Background: an optimization exercise with open tools, aiming at small area. Do not read the settings as production practice.
In this exercise RTL edits were held to simulation tests only and were not proved equivalent to the original.
The clock port is modelled as an ideal driver, which makes a skipped or thinned clock tree look cheaper than it is; a real chip needs a root buffer or a tree.
No activity file was given, so power comes from the tool's default toggle rates.

==> build 82 <==
==> flow/design.v (excerpt) <==
module bist_link (
    input  logic        clk,
    input  logic        reset,
    input  logic [69:0] sender_in,
    output logic        sender_busy,
    output logic [69:0] sender_out,
    input  logic [69:0] receiver_in,
    output logic        receiver_busy,
    output logic        receiver_failed
);
==> module lfsr32, before the edit <==
module lfsr32#(
    parameter logic [31:0] RESET_WINDOW = 32'hf56df77b
) (
    input  logic        clk,
    input  logic        reset,
    output logic [31:0] r,       
    output logic [1:0]  next,    
    input  logic        last,    
    output logic        done,
    input  logic        busy,
    input  logic        mismatch,
    output logic        failed
);
assign next[0] = r[7] ^ r[6] ^ r[2] ^ r[0];
assign next[1] = r[8] ^ r[7] ^ r[3] ^ r[1];
always_ff @(posedge reset or posedge clk) begin
    if (reset) begin
        r <= RESET_WINDOW;
        done <= 1'b0;
        failed <= 1'b0;
    end else begin
        r <= {next[0], r[31:1]};
        if (last)
            done <= 1'b1;
        if (busy && mismatch)
            failed <= 1'b1;
    end
end
endmodule
==> module bist_sender, before the edit <==
module bist_sender (
    input  logic [33:0] w,       
    input  logic [2:0]  sel,     
    input  logic        idle,    
    input  logic [69:0] input_channels,
    output logic [69:0] output_channels,
    input  logic [69:0] check_channels,
    output logic [69:0] mismatch
);
logic [69:0] pattern;
logic [69:0] pattern_sel;
assign pattern     = {w[5:0], w[32:1], w[33:2]};
assign pattern_sel = {{6{sel[2]}}, {32{sel[1]}}, {32{sel[0]}}};
for (genvar i = 0; i < 70; i++) begin : lane
    bist_lane u (
        .pattern(pattern[i]),
        .sel(pattern_sel[i]),
        .idle(idle),
        .data_in(input_channels[i]),
        .data_out(output_channels[i]),
        .check_in(check_channels[i]),
        .mismatch(mismatch[i])
    );
end
endmodule
==> module bist_lane, before the edit <==
module bist_lane (
    input  logic pattern,
    input  logic sel,
    input  logic idle,
    input  logic data_in,
    output logic data_out,
    input  logic check_in,
    output logic mismatch
);
assign data_out = (pattern & sel) | (data_in & idle);
assign mismatch = check_in ^ data_out;
endmodule
==> module bist_receiver, before the edit <==
module bist_receiver (
    input  logic [69:0] mismatch,
    output logic        any_mismatch
);
assign any_mismatch = |mismatch;
endmodule
==> module bist_link, before the edit <==
module bist_link (
    input  logic        clk,
    input  logic        reset,
    input  logic [69:0] sender_in,
    output logic        sender_busy,
    output logic [69:0] sender_out,
    input  logic [69:0] receiver_in,
    output logic        receiver_busy,
    output logic        receiver_failed
);
logic [31:0] r;
logic [1:0]  next;
logic        last;
logic        done;
logic        busy;
logic        any_mismatch;
logic [2:0]  sel;
logic [69:0] mismatch;
lfsr32 regs (
    .clk(clk),
    .reset(reset),
    .r(r),
    .next(next),
    .last(last),
    .done(done),
    .busy(busy),
    .mismatch(any_mismatch),
    .failed(receiver_failed)
);
bist_phase phase (
    .r(r),
    .done(done),
    .last(last),
    .sel(sel)
);
bist_sender sender (
    .w({next, r}),
    .sel(sel),
    .idle(done),
    .input_channels(sender_in),
    .output_channels(sender_out),
    .check_channels(receiver_in),
    .mismatch(mismatch)
);
bist_receiver receiver (
    .mismatch(mismatch),
    .any_mismatch(any_mismatch)
);
assign busy = !done;
assign sender_busy = busy;
assign receiver_busy = busy;
endmodule
==> module bist_phase, before the edit <==
module bist_phase (
    input  logic [31:0] r,
    input  logic        done,
    output logic        last,    
    output logic [2:0]  sel      
);
localparam logic [31:0] M_LAST = 32'h0020cd01, V_LAST = 32'h0000c401;  
localparam logic [31:0] M_S0   = 32'h04404089, V_S0   = 32'h04404009;  
localparam logic [31:0] M_S1   = 32'h22020c08, V_S1   = 32'h22020808;  
localparam logic [31:0] M_S2   = 32'h15010204, V_S2   = 32'h15010004;  
logic at0, at1, at2;
assign last = (r & M_LAST) == V_LAST;
assign at0  = (r & M_S0) == V_S0;
assign at1  = (r & M_S1) == V_S1;
assign at2  = (r & M_S2) == V_S2;
assign sel[0] = !(done | at0);
assign sel[1] = !(done | at0 | at1);
assign sel[2] = !(done | at0 | at1 | at2);
endmodule
clock: 5.0 ns
lec_check: 0
cap_margin: 20
core_margin: 2
core_utilization: 62
place_density: 0.92
slew_margin: 20
synth_hierarchical: 1
synth_minimum_keep_size: 0
standard.sh (not shown) runs the stock make flow with config.mk's settings and CLKGATE_MAP_FILE= SYNTH_SCRIPT=/design/flow/synth_recipe.tcl, a recipe that flattens the netlist after the stock synthesis.
==> flow/flow/run.sh <==
#!/bin/bash
# The standard layout (standard.sh: the standard flow's synthesis, floorplan, power grid,
# placement, CTS and routing) with two changes: the port buffers inserted at
# placement are the smallest buffer cell, and the clock tree is the single
# clock buffer that flow/cts_pre.tcl inserts before CTS.
set -euo pipefail
export BUFFER_PORTS_ARGS="-buffer_cell sky130_fd_sc_hd__buf_1"
export PRE_CTS_TCL="$PWD/flow/cts_pre.tcl"
bash standard.sh finish > standard_flow.log 2>&1
==> flow/flow/cts_pre.tcl <==
# Clock distribution: one clock buffer, placed at the centre of the
# flip-flops, drives every flip-flop clock pin; the clock port drives only
# that buffer. It takes the place of TritonCTS's tree, which for this
# handful of flip-flops builds a two-level tree of five buffers.
set block [ord::get_db_block]
set clk_port_net [$block findNet clk]
set master [[ord::get_db] findMaster sky130_fd_sc_hd__clkbuf_16]
set root [odb::dbInst_create $block $master clkbuf_root]
set leaf [odb::dbNet_create $block clknet_root]
$clk_port_net setSigType CLOCK
$leaf setSigType CLOCK
set sx 0
set sy 0
set n 0
foreach it [$clk_port_net getITerms] {
  set inst [$it getInst]
  if { [$inst getName] eq "clkbuf_root" } { continue }
  set loc [$inst getLocation]
  set sx [expr { $sx + [lindex $loc 0] }]
  set sy [expr { $sy + [lindex $loc 1] }]
  incr n
  $it disconnect
  $it connect $leaf
}
[$root findITerm A] connect $clk_port_net
[$root findITerm X] connect $leaf
$root setLocation [expr { $sx / $n }] [expr { $sy / $n }]
$root setPlacementStatus PLACED
puts "clock buffer clkbuf_root drives $n clock pins"
set_propagated_clock [all_clocks]
proc clock_tree_synthesis { args } {
  puts "clock_tree_synthesis skipped: the clock tree is clkbuf_root"
}
==> inputs of trial 69, as changes to build 82 <==
==> flow/design.v (replaced) <==
module lfsr32#(
    parameter logic [31:0] RESET_WINDOW = 32'hf56df77b
) (
    input  logic        clk,
    input  logic        reset,
    output logic [31:0] r,       
    output logic [1:0]  next     
);
assign next[0] = r[7] ^ r[6] ^ r[2] ^ r[0];
assign next[1] = r[8] ^ r[7] ^ r[3] ^ r[1];
always_ff @(posedge reset or posedge clk) begin
    if (reset)
        r <= RESET_WINDOW;
    else
        r <= {next[0], r[31:1]};
end
endmodule
module bist_sender (
    input  logic [33:0] w,       
    input  logic [2:0]  sel,     
    input  logic        idle,    
    input  logic [69:0] input_channels,
    output logic [69:0] output_channels
);
logic [69:0] pattern_sel;
assign pattern_sel = {{6{sel[2]}}, {32{sel[1]}}, {32{sel[0]}}};
assign output_channels = ({w[5:0], w[32:1], w[33:2]} & pattern_sel)
                       | (input_channels & {70{idle}});
endmodule
module bist_receiver (
    input  logic        clk,
    input  logic        reset,
    input  logic        busy,
    input  logic [69:0] expected,
    input  logic [69:0] input_channels,
    output logic        failed
);
always_ff @(posedge clk or posedge reset) begin
    if (reset)
        failed <= 1'b0;
    else if (busy)
        failed <= failed | (input_channels != expected);
end
endmodule
module bist_link (
    input  logic        clk,
    input  logic        reset,
    input  logic [69:0] sender_in,
    output logic        sender_busy,
    output logic [69:0] sender_out,
    input  logic [69:0] receiver_in,
    output logic        receiver_busy,
    output logic        receiver_failed
);
logic [31:0] r;
logic [1:0]  next;
logic        done;
logic        busy;
logic [2:0]  sel;
lfsr32 stream (
    .clk(clk),
    .reset(reset),
    .r(r),
    .next(next)
);
localparam logic [31:0] M_LAST = 32'h0020cd01, V_LAST = 32'h0000c401;  
localparam logic [31:0] M_S0   = 32'h04404089, V_S0   = 32'h04404009;  
localparam logic [31:0] M_S1   = 32'h22020c08, V_S1   = 32'h22020808;  
localparam logic [31:0] M_S2   = 32'h15010204, V_S2   = 32'h15010004;  
logic at_last, at0, at1, at2;
assign at_last = (r & M_LAST) == V_LAST;
assign at0     = (r & M_S0) == V_S0;
assign at1     = (r & M_S1) == V_S1;
assign at2     = (r & M_S2) == V_S2;
always_ff @(posedge clk or posedge reset) begin
    if (reset)
        done <= 1'b0;
    else if (at_last)
        done <= 1'b1;
end
assign busy = !done;
assign sel[0] = busy & !at0;
assign sel[1] = busy & !(at0 | at1);
assign sel[2] = busy & !(at0 | at1 | at2);
bist_sender sender (
    .w({next, r}),
    .sel(sel),
    .idle(done),
    .input_channels(sender_in),
    .output_channels(sender_out)
);
bist_receiver receiver (
    .clk(clk),
    .reset(reset),
    .busy(busy),
    .expected(sender_out),
    .input_channels(receiver_in),
    .failed(receiver_failed)
);
assign sender_busy = busy;
assign receiver_busy = busy;
endmodule
==> flow/flow/run.sh (replaced) <==
#!/bin/bash
# The standard layout (standard.sh: the standard flow's synthesis, floorplan, power grid,
# placement, CTS and routing), with the port buffers inserted at placement
# made from the smallest buffer cell.
set -euo pipefail
export BUFFER_PORTS_ARGS="-buffer_cell sky130_fd_sc_hd__buf_1"
bash standard.sh finish > standard_flow.log 2>&1
Settings changed: CORE_UTILIZATION 62 to 60, CTS_BUF_LIST from default to sky130_fd_sc_hd__clkbuf_2 sky130_fd_sc_hd__clkbuf_4, CTS_CLUSTER_DIAMETER from default to 100, CTS_CLUSTER_SIZE from default to 20, PLACE_DENSITY 0.92 to 0.75.
removed: flow/flow/cts_pre.tcl
==> inputs of trial 63, as changes to build 82 <==
Settings changed: CORE_UTILIZATION 62 to 70, PLACE_DENSITY 0.92 to 0.85.
==> inputs of build 68, as changes to build 82 <==
Settings changed: CAP_MARGIN 20 to 0, CORE_UTILIZATION 62 to 60, GPL_TIMING_DRIVEN from default to 0, PLACE_DENSITY 0.92 to 0.75, SLEW_MARGIN 20 to 0.
==> comparison <==
Build 68 went through all stages and came out clean. Build 82 finished with timing, DRC and antenna clean. Trial 69 passed the timing, DRC and antenna checks. Trial 63 ended with an error in 3_3_place_gp. Cell count, lowest first: build 82, build 68, trial 69. Of build 68 and build 82, build 82 has the higher setup slack (gap 150 ps). The lowest combinational power belongs to build 82, the highest to trial 69. Flip-flop and latch count is the same in trial 69 and build 68. First-iteration DRC count: build 68 < trial 69 < build 82. The highest total power belongs to trial 69, the lowest to build 82. Of trial 69 and build 82, build 82 has the higher sequential share of layout area (gap 0.56 points). Clock skew, highest first: trial 69, build 82, build 68.
==> figures <==
quantity	trial 69	trial 63	build 82	build 68
Seq/Total Area, Yosys	33.51%	36.33%	36.33%	36.33%
Net Sw Power	129.7 uW	-	103.3 uW	104.2 uW
Wire length of the first global-routing pass	14430 um	-	12910 um	11630 um
Floorplan die height	70.19 um	62.86 um	66.54 um	67.57 um
Slew at the pin with the worst max-slew slack	1100 ps	-	1019 ps	1085 ps
Number of buffer and inverter instances along the worst setup path	2	-	2	2
Net count of the mapped netlist	390	363	363	363
Syn avg cell area	10.60 um^2	10.97 um^2	10.97 um^2	10.97 um^2
Site Rows	24	21	22	23
Gr busiest metal	met2	-	met2	met2
Final critical path time including I/O delays and setup	3457 ps	-	3445 ps	3599 ps
Run status	complete, no violations	stopped before the end	complete, no violations	complete, no violations
Stage where the flow stopped	-	3_3_place_gp	-	-
Fmax	289.3 MHz	-	290.3 MHz	277.8 MHz
Worst Path Required	5230 ps	-	4000 ps	5080 ps
Post-Synth XOR/XNOR Area	22.32%	27.45%	27.45%	27.45%
Headroom to the max-slew limit	26.60%	-	32.01%	27.56%
Start of the worst register-to-register path	stream.r[3]	-	regs.r[7]	regs.done
The clock cells of build 82 and build 68 come from the design's own scripts or RTL, not from TritonCTS.

## afterwards: timing with drivers on the ports
The flow's constraints put no driver on any port. The routed layouts listed below were extracted and timed again, unchanged, in two steps.
Step 1: set_driving_cell puts a clkbuf_16 on clk and a buf_2 on each other input, an assumption about the parent block.
Step 2 adds t to the input delays and takes it off the output delays; t is the mean of the earliest and latest rising clock arrival at the registers after step 1. Input paths then give back, and output paths get back, about the clock's delay inside the block.
Slacks: no drivers / after step 1 / after step 2; pairs: no drivers / after step 1.
run	t (ns)	setup WS [ns]	hold WS [ns]
build 82	0.206	1.555 / 1.521 / 1.567	0.390 / 0.390 / 0.390
trial 69	0.356	1.543 / 1.543 / 1.543	0.383 / 0.383 / 0.383
build 68	0.205	1.401 / 1.386 / 1.401	0.384 / 0.384 / 0.384
After both steps every run listed still meets setup and hold.
